What follows belongs to an exercise in optimizing a design on an open flow for small area, a short achievable clock period and few clock cycles; a production flow would make more cautious choices. RTL that was checked went through simulation tests only; none was proved equivalent to the original.

==> flow/design.v (excerpt) <==
module FPU
	#(
		parameter PRECISION = 32
	) (
		input [PRECISION-1:0] A,
		input [PRECISION-1:0] B,
		input Clk,
		input Reset,
		input [1:0] Operation,
		output [PRECISION-1:0] Result,
		output Done
	);
export LEC_CHECK = 0
export ABC_AREA = 1
export CAP_MARGIN = 20
export CORE_MARGIN = 2
export CORE_UTILIZATION = 40
export SLEW_MARGIN = 20
create_clock -name core_clock -period 40.0 [get_ports {Clk}]
standard.sh (not shown) runs the stock make flow with config.mk's settings and CLKGATE_MAP_FILE= SYNTH_SCRIPT=/design/flow/synth_recipe.tcl, a recipe that flattens the netlist after the stock synthesis.
==> flow/flow/run.sh <==
#!/bin/bash
# Standard ORFS layout (the standard.sh, unchanged synthesis), with
# repair_timing asked to leave a larger setup margin than the default so the
# resizer works on the critical paths although the 40 ns clock is met.
set -euo pipefail
cd "$(dirname "$0")/.."
bash standard.sh SETUP_SLACK_MARGIN=31 finish > standard_flow.log 2>&1
Next try:
--- a/flow/design.v
+++ b/flow/design.v
@@ -3,35 +3,33 @@
 	input  [31:0] inB,
 	input         op,
 	output reg [31:0] out
 );
 	wire       sA = inA[31];
 	wire [7:0] eA = inA[30:23];
 	wire [23:0] mA = {1'b1, inA[22:0]};
 	wire       sB = inB[31] ^ op;
 	wire [7:0] eB = inB[30:23];
 	wire [23:0] mB = {1'b1, inB[22:0]};
-	wire eGt = eA > eB;
-	wire eEq = eA == eB;
-	wire Aisbig = eGt | (eEq & (mA > mB));
+	wire Aisbig = inA[30:0] > inB[30:0];
 	wire diffSign = sA ^ sB;
 	wire [7:0] dAB = eA - eB;
 	wire [7:0] dBA = eB - eA;
+	wire [23:0] mBal = mB >> dAB[4:0];
+	wire [23:0] mAal = mA >> dBA[4:0];
 	wire sBig = Aisbig ? sA : sB;
 	wire [7:0] eBig = Aisbig ? eA : eB;
 	wire [23:0] mBig = Aisbig ? mA : mB;
-	wire [23:0] mSmall = Aisbig ? mB : mA;
+	wire [23:0] mAl = Aisbig ? mBal : mAal;
 	wire [7:0] d = Aisbig ? dAB : dBA;
-	wire [23:0] mAl = mSmall >> d[4:0];
-	wire [24:0] sd = {1'b0, mBig} + {1'b0, mAl ^ {24{diffSign}}} + {24'd0, diffSign};
-	wire [24:0] sum = sd;
-	wire [23:0] dif = sd[23:0];
+	wire [24:0] sum = {1'b0, mBig} + {1'b0, mAl};
+	wire [23:0] dif = mBig - mAl;
 	reg [4:0] lz;
 	integer i;
 	always @(*) begin
 		lz = 5'd24;
 		for (i = 0; i < 24; i = i + 1)
 			if (dif[i]) lz = 5'd23 - i[4:0];
 	end
 	wire [23:0] difN = dif << lz;
 	always @(*) begin
 		if ((eA == 8'hff && inA[22]) || (eB == 8'hff && inB[22]))
@@ -79,27 +77,28 @@
 	wire [47:0] P;
 	mul24_dadda mm (.a({1'b1, A[22:0]}), .b({1'b1, B[22:0]}), .p(P));
 	wire hi = P[47];
 	wire A_zero = (A == 32'h00000000);
 	wire B_zero = (B == 32'h00000000);
 	wire A_inf = (A[30:0] == 31'h7f800000);
 	wire B_inf = (B[30:0] == 31'h7f800000);
 	wire A_nan = (A == 32'h7fffffff);
 	wire B_nan = (B == 32'h7fffffff);
 	wire [8:0] sum0 = e1 + e2;
+	wire [8:0] sum1 = e1 + e2 + 9'd1;
 	wire ov0 = sum0 > 9'd381;
-	wire ov1 = sum0 > 9'd380;           
+	wire ov1 = sum1 > 9'd381;
 	wire un0 = sum0 < 9'd127;
-	wire un1 = sum0 < 9'd126;           
-	wire [7:0] x0 = sum0[7:0] + 8'd129 + expAdj;    
-	wire [7:0] x1 = x0 + 8'd1;
-	wire [7:0] xInf = expAdj - 8'd1;    
+	wire un1 = sum1 < 9'd127;
+	wire [7:0] x0 = sum0[7:0] - 8'd127 + expAdj;
+	wire [7:0] x1 = sum1[7:0] - 8'd127 + expAdj;
+	wire [7:0] xInf = 8'hff + expAdj;
 	wire [7:0] xZero = expAdj;
 	wire nanRes = ((A_zero & B_inf) | (B_zero & A_inf)) |
 	              (~(A_inf | B_inf) & ~(A_zero | B_zero) & (A_nan | B_nan));
 	wire infRes = ~nanRes & (A_inf | B_inf);
 	wire zeroRes = ~nanRes & ~infRes & (A_zero | B_zero);
 	wire special = nanRes | infRes | zeroRes;
 	wire sSpecial = infRes ? (s1 ^ s2) : 1'b0;
 	wire [7:0] eSpecial = nanRes ? 8'hff + expAdj : infRes ? xInf : xZero;
 	wire [22:0] mSpecial = nanRes ? 23'h7fffff : 23'd0;
 	wire ov = hi ? ov1 : ov0;
@@ -1130,21 +1129,21 @@
 	reg negY;
 	wire [31:0] Nq = {rA[31], 8'd126, rA[22:0]};
 	wire [31:0] Dq = {rB[31], 8'd126, rB[22:0]};
 	wire divSpecial;
 	wire [31:0] divSpecialResult;
 	wire [8:0] expDiff;
 	FP_DivCheck chk (.A(rA), .B(rB), .special(divSpecial), .specialResult(divSpecialResult), .expDiff(expDiff));
 	wire isDiv = rOp[1] & rOp[0];
 	wire [31:0] mulA = sStart ? (rOp[0] ? C32 : rA) : sT ? X : sX ? {Y[31] ^ negY, Y[30:0]} : Nq;
 	wire [31:0] mulB = (sStart | sT) ? {rB[31], ((sStart & ~rOp[0]) ? rB[30:23] : 8'd126), rB[22:0]} : X;
-	wire [7:0] mulAdj = sF ? rA[30:23] - rB[30:23] : 8'd0;    
+	wire [7:0] mulAdj = sF ? expDiff[7:0] - 8'd254 : 8'd0;
 	wire [31:0] mulR;
 	FP_Multiplier mul (.A(mulA), .B(mulB), .expAdj(mulAdj), .Result(mulR));
 	wire addDiv = rOp[1];
 	wire [31:0] addA = addDiv ? (sA0 ? C48 : TWO) : rA;
 	wire [31:0] addB = Y;
 	wire addOp = addDiv | rOp[0];
 	wire [31:0] addR;
 	fadd_comb add (.inA(addA), .inB(addB), .op(addOp), .out(addR));
 	wire converged = (mulR[31:1] == 31'h1fc00000);
 	wire stop = (mulR == X) | (iter == 3'd6);
=>
- The new run completed with no timing, DRC or antenna violations
- hold slack degrades by 110 ps
- flip-flop and latch count does not change
- global-route usage came out higher by 1.4 points
- setup slack improves by 37 ps
- synthesized cell count came out higher by 14%
- area after synthesis came out higher by 8.9%
- critical path depth is unchanged
- wire length came out higher by 10%
- first-iteration DRC count came out lower by 1.2%
- design area came out lower by 2.2%
- maximum frequency came out higher by 0.40%
- count of clock-buffer cells in the layout came out higher by 1
Testbench counts after the change, summed over its fixed seeds: cycles 81,175.
Only the layout flow was run in the first run of this note; the RTL was not checked for function there.

---

== job 101 ==
RTL: one of the versions met above, not the one the previous note started from.
Size: roughly 140 flip-flops, about 100 I/O pins, ~0.037 mm^2 of cells after synthesis.
==> module fadd_comb, before the edit <==
module fadd_comb (
	input  [31:0] inA,
	input  [31:0] inB,
	input         op,
	output reg [31:0] out
);
	wire       sA = inA[31];
	wire [7:0] eA = inA[30:23];
	wire [23:0] mA = {1'b1, inA[22:0]};
	wire       sB = inB[31] ^ op;
	wire [7:0] eB = inB[30:23];
	wire [23:0] mB = {1'b1, inB[22:0]};
	wire Aisbig = inA[30:0] > inB[30:0];
	wire diffSign = sA ^ sB;
	wire [7:0] dAB = eA - eB;
	wire [7:0] dBA = eB - eA;
	wire [23:0] mBal = mB >> dAB[4:0];
	wire [23:0] mAal = mA >> dBA[4:0];
	wire sBig = Aisbig ? sA : sB;
	wire [7:0] eBig = Aisbig ? eA : eB;
	wire [23:0] mBig = Aisbig ? mA : mB;
	wire [23:0] mAl = Aisbig ? mBal : mAal;
	wire [7:0] d = Aisbig ? dAB : dBA;
	wire [24:0] sum = {1'b0, mBig} + {1'b0, mAl};
	wire [23:0] dif = mBig - mAl;
	reg [4:0] lz;
	integer i;
	always @(*) begin
		lz = 5'd24;
		for (i = 0; i < 24; i = i + 1)
			if (dif[i]) lz = 5'd23 - i[4:0];
	end
	wire [23:0] difN = dif << lz;
	always @(*) begin
		if ((eA == 8'hff && inA[22]) || (eB == 8'hff && inB[22]))
			out = 32'h7fffffff;
		else if (eA == 8'hff && inA[22:0] == 23'd0) begin
			if (eB == 8'hff && inB[22:0] == 23'd0 && diffSign)
				out = 32'h7fffffff;
			else
				out = {sA, 8'hff, 23'd0};
		end
		else if (eB == 8'hff)
			out = {sB, 8'hff, 23'd0};
		else if (eA == 8'd0 && inA[22:0] == 23'd0)
			out = {sB, eB, inB[22:0]};
		else if (eB == 8'd0 && inB[22:0] == 23'd0)
			out = {sA, eA, inA[22:0]};
		else if (d > 8'd23)
			out = {sBig, eBig, mBig[22:0]};
		else if (diffSign) begin
			if (dif == 24'd0 || eBig < {3'd0, lz})
				out = {sBig, 8'd0, 23'd0};
			else
				out = {sBig, eBig - {3'd0, lz}, difN[22:0]};
		end
		else begin
			if (eBig == 8'hfe)
				out = {sBig, 8'hff, 23'd0};
			else if (sum[24])
				out = {sBig, eBig + 8'd1, sum[23:1]};
			else
				out = {sBig, eBig, sum[22:0]};
		end
	end
endmodule
==> module FPU, before the edit <==
module FPU
	#(
		parameter PRECISION = 32
	) (
		input [PRECISION-1:0] A,
		input [PRECISION-1:0] B,
		input Clk,
		input Reset,
		input [1:0] Operation,
		output [PRECISION-1:0] Result,
		output Done
	);
	localparam [31:0] C32 = 32'b0_01111111_11100001111000011110001;
	localparam [31:0] C48 = 32'b0_10000000_01101001011010010110101;
	localparam [31:0] TWO = 32'h40000000;
	reg [31:0] rA, rB;
	reg [1:0] rOp;
	reg [31:0] X, Y;
	reg [2:0] iter;
	reg D;
	reg sStart, sA0, sT, sS, sX, sF;
	reg negY;
	wire [31:0] Nq = {rA[31], 8'd126, rA[22:0]};
	wire [31:0] Dq = {rB[31], 8'd126, rB[22:0]};
	wire divSpecial;
	wire [31:0] divSpecialResult;
	wire [8:0] expDiff;
	FP_DivCheck chk (.A(rA), .B(rB), .special(divSpecial), .specialResult(divSpecialResult), .expDiff(expDiff));
	wire isDiv = rOp[1] & rOp[0];
	wire [31:0] mulA = sStart ? (rOp[0] ? C32 : rA) : sT ? X : sX ? {Y[31] ^ negY, Y[30:0]} : Nq;
	wire [31:0] mulB = (sStart | sT) ? {rB[31], ((sStart & ~rOp[0]) ? rB[30:23] : 8'd126), rB[22:0]} : X;
	wire [7:0] mulAdj = sF ? expDiff[7:0] - 8'd254 : 8'd0;
	wire [31:0] mulR;
	FP_Multiplier mul (.A(mulA), .B(mulB), .expAdj(mulAdj), .Result(mulR));
	wire addDiv = rOp[1];
	wire [31:0] addA = addDiv ? (sA0 ? C48 : TWO) : rA;
	wire [31:0] addB = Y;
	wire addOp = addDiv | rOp[0];
	wire [31:0] addR;
	fadd_comb add (.inA(addA), .inB(addB), .op(addOp), .out(addR));
	wire converged = (mulR[31:1] == 31'h1fc00000);
	wire stop = (mulR == X) | (iter == 3'd6);
	wire bigT = (mulR[30:23] >= 8'd152) & (mulR[30:23] != 8'hff);
	always @(posedge Clk) begin
		if (Reset) begin
			rA <= A;
			rB <= B;
			rOp <= Operation;
		end
		sStart <= Reset;
		sA0 <= ~Reset & sStart & isDiv & ~divSpecial;
		sT <= ~Reset & (sA0 | (sX & ~stop));
		sS <= ~Reset & sT & ~converged & ~bigT;
		sX <= ~Reset & (sS | (sT & ~converged & bigT));
		negY <= sT;
		sF <= ~Reset & ((sT & converged) | (sX & stop));
		D <= ~Reset & (D | (sStart & ~(isDiv & ~divSpecial)) | sF);
		if (sStart)
			X <= ~rOp[1] ? addR : ~rOp[0] ? mulR : divSpecialResult;
		if (sA0)
			X <= addR;
		if (sX | sF)
			X <= mulR;
		if (sStart | sT)
			Y <= mulR;
		if (sS)
			Y <= addR;
		if (Reset)
			Y <= B;
		if (sA0)
			iter <= 3'd1;
		if (sX)
			iter <= iter + 3'd1;
	end
	assign Result = X;
	assign Done = D;
endmodule
==> flow/config.mk <==
export PLATFORM = sky130hd
export DESIGN_NAME = FPU
export DESIGN_NICKNAME = FPU
export VERILOG_FILES = /design/flow/design.v
export SDC_FILE = /design/flow/constraint.sdc
export NUM_CORES = 4
export LEC_CHECK = 0
export CAP_MARGIN = 20
export CORE_MARGIN = 2
export CORE_UTILIZATION = 40
export SLEW_MARGIN = 20
==> flow/constraint.sdc <==
create_clock -name core_clock -period 40.0 [get_ports {Clk}]
set_input_delay 8.0000 -clock core_clock [delete_from_list [all_inputs] [get_ports {Clk}]]
set_output_delay 8.0000 -clock core_clock [all_outputs]
set_load 0.01 [all_outputs]
==> flow/flow/run.sh <==
#!/bin/bash
# Standard ORFS layout (the standard.sh, unchanged synthesis), with
# repair_timing asked to leave a larger setup margin than the default so the
# resizer works on the critical paths although the 40 ns clock is met.
set -euo pipefail
cd "$(dirname "$0")/.."
bash standard.sh SETUP_SLACK_MARGIN=30 finish > standard_flow.log 2>&1
Testbench counts of job 101, summed over its fixed seeds: cycles 81,175.
## Diff of input files: job 102 against job 101
diff --git a/flow/design.v b/flow/design.v
--- a/flow/design.v
+++ b/flow/design.v
@@ -8,21 +8,22 @@
 	wire [7:0] eA = inA[30:23];
 	wire [23:0] mA = {1'b1, inA[22:0]};
 	wire       sB = inB[31] ^ op;
 	wire [7:0] eB = inB[30:23];
 	wire [23:0] mB = {1'b1, inB[22:0]};
-	wire Aisbig = inA[30:0] > inB[30:0];
+	wire eGt = eA > eB;
+	wire eEq = eA == eB;
+	wire Aisbig = eGt | (eEq & (mA > mB));
 	wire diffSign = sA ^ sB;
 	wire [7:0] dAB = eA - eB;
 	wire [7:0] dBA = eB - eA;
-	wire [23:0] mBal = mB >> dAB[4:0];
-	wire [23:0] mAal = mA >> dBA[4:0];
 	wire sBig = Aisbig ? sA : sB;
 	wire [7:0] eBig = Aisbig ? eA : eB;
 	wire [23:0] mBig = Aisbig ? mA : mB;
-	wire [23:0] mAl = Aisbig ? mBal : mAal;
+	wire [23:0] mSmall = Aisbig ? mB : mA;
 	wire [7:0] d = Aisbig ? dAB : dBA;
+	wire [23:0] mAl = mSmall >> d[4:0];
 	wire [24:0] sum = {1'b0, mBig} + {1'b0, mAl};
 	wire [23:0] dif = mBig - mAl;
 	reg [4:0] lz;
 	integer i;
 	always @(*) begin
@@ -1139,11 +1140,11 @@
 	wire [7:0] mulAdj = sF ? expDiff[7:0] - 8'd254 : 8'd0;
 	wire [31:0] mulR;
 	FP_Multiplier mul (.A(mulA), .B(mulB), .expAdj(mulAdj), .Result(mulR));
 	wire addDiv = rOp[1];
 	wire [31:0] addA = addDiv ? (sA0 ? C48 : TWO) : rA;
-	wire [31:0] addB = Y;
+	wire [31:0] addB = addDiv ? Y : rB;
 	wire addOp = addDiv | rOp[0];
 	wire [31:0] addR;
 	fadd_comb add (.inA(addA), .inB(addB), .op(addOp), .out(addR));
 	wire converged = (mulR[31:1] == 31'h1fc00000);
 	wire stop = (mulR == X) | (iter == 3'd6);
@@ -1170,12 +1171,10 @@
 			X <= mulR;
 		if (sStart | sT)
 			Y <= mulR;
 		if (sS)
 			Y <= addR;
-		if (Reset)
-			Y <= B;
 		if (sA0)
 			iter <= 3'd1;
 		if (sX)
 			iter <= iter + 3'd1;
 	end
- Taking job 101 as the reference point, the final critical-path share of the clock period of job 102 rises by 0.90 points.
- Compared with job 101, in job 102 global-route usage grew by 0.92 points; total met3 wirelength after detailed routing shrank by 3.7%; number of instances in the synthesized netlist shrank by 218.
- Summary of the comparison: total instance count after detailed placement is lower in job 102, relative to job 101.
- Per the final summary, job 102 finished and its layout is clean on timing, DRC and antenna.
- Job 102 ended up with fewer standard cells than job 101.
The RTL of job 102 was laid out without a check of its function.

-- static timing again, ports no longer ideal --
In the flow no input, the clock included, has a driving cell. The finished layouts below were timed again as built, in two steps. Step 1 assumes that a clkbuf_16 drives the clock port and a buf_2 every other input. Step 2 adds t to the input delays and takes it off the output delays; t is the mean of the earliest and latest rising clock arrival at the registers after step 1. Input paths then give back, and output paths get back, about the clock's delay inside the block. Three values: ideal ports, drivers, drivers and shift; two values: the first two.
run	t, ns	setup slack, ns	worst setup path after step 2
the first run of note 1	0.512	30.755 / 30.706 / 30.522	input to register
the second run of note 1	0.500	30.793 / 30.739 / 30.562	input to register
job 101	0.508	29.952 / 29.897 / 29.643	input to register
job 102	0.519	29.591 / 29.591 / 29.591	register to register
After both steps every run listed still meets setup and hold. The setup slack of job 101, which loses most, moves by -0.055 ns with the drivers and by -0.309 ns with both steps.
